Source: an optimization exercise on an open RTL-to-GDS flow (aim: small area). Production flows keep margins and buffers that such runs may drop. Where RTL was checked, it was by simulation tests only, not by an equivalence proof against the original. No activity file was given, so power comes from the tool's default toggle rates.

== v19 ==
Design datapath_proc, start of the top module:
module datapath_proc (clk, resetn, imem_addr, imem_data, dmem_addr, dmem_re, dmem_rdata,
                      wb_en, wb_addr, wb_data);
Size: ~720 cells after synthesis, about 87 I/O pins, roughly 8300 sq um of cells after synthesis.
Settings: LEC_CHECK=0, CAP_MARGIN=0, CORE_MARGIN=2, CORE_UTILIZATION=65, PLACE_DENSITY=0.75, SLEW_MARGIN=0; clock period 6.0 ns.
standard.sh (not shown) runs the stock make flow with config.mk's settings and CLKGATE_MAP_FILE= SYNTH_SCRIPT=/design/flow/synth_recipe.tcl, a recipe that flattens the netlist after the stock synthesis.
==> flow/flow/run.sh <==
#!/bin/bash
# Own layout flow: the standard ORFS flow (standard.sh) with area-minded settings.
#  * synthesis: the standard script, but ABC maps the logic for area (flip-flops are
#    mapped by dfflibmap before ABC, so registers keep their names and cells);
#  * port buffers are buf_1;
#  * CTS uses small clock buffers and no dummy loads.
# Each tool's output goes to a log file of its own here; ORFS's logs are under orfs/logs.
set -euo pipefail
W=$(pwd)
rm -rf "$W/scripts_area"
cp -r "$FLOW_HOME/scripts" "$W/scripts_area"
cp "$W/flow/abc_area.script" "$W/scripts_area/abc_speed.script"
# placement and routing repairs may not use the larger buffers
for f in cts floorplan global_place global_route repair_timing_post_place resize; do
  sed -i 's/set_dont_use \$::env(DONT_USE_CELLS)/set_dont_use "$::env(DONT_USE_CELLS) sky130_fd_sc_hd__buf_2 sky130_fd_sc_hd__buf_4 sky130_fd_sc_hd__buf_6 sky130_fd_sc_hd__buf_8 sky130_fd_sc_hd__buf_12 sky130_fd_sc_hd__buf_16"/' "$W/scripts_area/$f.tcl"
done
export SCRIPTS_DIR="$W/scripts_area"
export SYNTH_OPERATIONS_ARGS="-noshare"
export BUFFER_PORTS_ARGS="-buffer_cell sky130_fd_sc_hd__buf_1"
export CTS_ARGS="-sink_clustering_enable -repair_clock_nets -dont_use_dummy_load -buf_list {sky130_fd_sc_hd__clkbuf_2 sky130_fd_sc_hd__clkbuf_4 sky130_fd_sc_hd__clkbuf_8} -sink_clustering_buffer sky130_fd_sc_hd__clkbuf_8 -root_buf sky130_fd_sc_hd__clkbuf_4 -sink_clustering_size 16 -sink_clustering_max_diameter 60"
bash standard.sh synth > "$W/synth.log" 2>&1
bash standard.sh > "$W/layout.log" 2>&1
==> flow/flow/abc_area.script <==
strash
dch
&get -n
&st
&dch -f
&nf -a -R 1000
&put
In summary, v19 completed successfully, with a layout that passed the timing, design-rule and antenna checks.
Here is what was changed in the inputs of v59 compared with v19.
==> flow/flow/abc_area.script <==
strash
&get -n
&st
&dch
&nf -a
&put
[summary]
- Compared with v19, v59 shows a post-route minimum period that is 0.015 ns higher.
- As of v59, die area had risen slightly compared to v19.
- Compared with v19, v59 is the more power-hungry design.
- Standard cell area after detailed placement grows by a few percent when moving from v19 to v59.
> inputs changed (v59 -> v35)
- CORE_UTILIZATION: 65 -> 70
- PLACE_DENSITY: 0.75 -> 0.8
Findings:
The register-to-register slack number comes out lower for v35 vs v59. Sort v59 and v35 by clock group share of total power, descending, and v35 comes first. For the shortest clock period the worst path allows after layout, v35 came in 0.16 ns higher than v59 did. Min detailed-routing wirelength on met1 across v59 and v35: v35. Synthesized cell count: v59 vs v35 — no meaningful difference. Looking at met1 capacity usage during global routing, v35 sits 1.8 points above v59. v35 against v59; aggregate routed wire length is down slightly. Relative area of non-clock buffer cells in the final design: v35 > v59. Sort v59 and v35 by number of buffers and inverters on the critical path, descending, and v59 comes first.

========
datapath_proc, a different RTL version from the one above (not shown whole).
For scale: ~220 flip-flops.
clock: 6.0 ns
lec_check: 0
cap_margin: 5
core_margin: 2
core_utilization: 65
place_density: 0.75
slew_margin: 5
==> flow/flow/run.sh <==
#!/bin/bash
# Own layout flow: the standard ORFS flow (standard.sh) with area-minded settings.
#  * synthesis: the standard script, but ABC maps the logic for area (flip-flops are
#    mapped by dfflibmap before ABC, so registers keep their names and cells);
#  * port buffers are buf_1;
#  * CTS uses small clock buffers and no dummy loads.
# Each tool's output goes to a log file of its own here; ORFS's logs are under orfs/logs.
set -euo pipefail
W=$(pwd)
rm -rf "$W/scripts_area"
cp -r "$FLOW_HOME/scripts" "$W/scripts_area"
cp "$W/flow/abc_area.script" "$W/scripts_area/abc_speed.script"
export SCRIPTS_DIR="$W/scripts_area"
export SYNTH_OPERATIONS_ARGS="-noshare"
export RECOVER_POWER=100
export BUFFER_PORTS_ARGS="-buffer_cell sky130_fd_sc_hd__buf_1"
export CTS_ARGS="-sink_clustering_enable -repair_clock_nets -dont_use_dummy_load -buf_list {sky130_fd_sc_hd__clkbuf_2 sky130_fd_sc_hd__clkbuf_4 sky130_fd_sc_hd__clkbuf_8} -sink_clustering_buffer sky130_fd_sc_hd__clkbuf_8 -root_buf sky130_fd_sc_hd__clkbuf_4 -sink_clustering_size 16 -sink_clustering_max_diameter 60"
bash standard.sh synth > "$W/synth.log" 2>&1
bash standard.sh > "$W/layout.log" 2>&1
==> flow/flow/abc_area.script <==
strash
&get -n
&st
&dch
&nf -a
&put
Edit:
--- a/flow/flow/run.sh
+++ b/flow/flow/run.sh
@@ -13,5 +13,4 @@
 export SCRIPTS_DIR="$W/scripts_area"
 export SYNTH_OPERATIONS_ARGS="-noshare"
-export RECOVER_POWER=100
 export BUFFER_PORTS_ARGS="-buffer_cell sky130_fd_sc_hd__buf_1"
 export CTS_ARGS="-sink_clustering_enable -repair_clock_nets -dont_use_dummy_load -buf_list {sky130_fd_sc_hd__clkbuf_2 sky130_fd_sc_hd__clkbuf_4 sky130_fd_sc_hd__clkbuf_8} -sink_clustering_buffer sky130_fd_sc_hd__clkbuf_8 -root_buf sky130_fd_sc_hd__clkbuf_4 -sink_clustering_size 16 -sink_clustering_max_diameter 60"
CORE_UTILIZATION = 75   (was 65)
PLACE_DENSITY = 0.85   (was 0.75)
Result:
- The changed run completed with no timing, DRC or antenna violations
- core utilization rises by 11 points
- count of clock-buffer cells in the layout does not change
- combinational power went up by a few percent
No run of this note included a check of the RTL's function; only the layout flow was run.

-- port drivers added, routing unchanged --
How much do the figures lean on ideal ports? The routed layouts below were timed once more, with nothing changed but the port constraints. Step 1 sets driving cells, clkbuf_16 on the clock port and buf_2 on the other inputs (assumed; they add their load-dependent delay and slew). Step 2, shift: input delay + t, output delay - t, t = (earliest + latest rising clock arrival at the registers) / 2. This alone moves slack from input paths to output paths. Three values: ideal ports, drivers, drivers and shift; two values: the first two.
run | t (ns) | setup slack, ns | slew at the worst register clock pin (ns) | cell pins on the clock port's net
v19 | 0.645 | 0.572 / 0.572 / 0.572 | 0.11 / 0.11 | 1
v59 | 0.633 | 0.556 / 0.556 / 0.556 | 0.11 / 0.11 | 1
v35 | 0.667 | 0.395 / 0.395 / 0.395 | 0.11 / 0.11 | 1
the first run of note 2 | 0.649 | 0.573 / 0.573 / 0.573 | 0.11 / 0.11 | 1
the second run of note 2 | 0.650 | 0.397 / 0.397 / 0.397 | 0.11 / 0.11 | 1
After both steps every run listed still meets setup and hold.
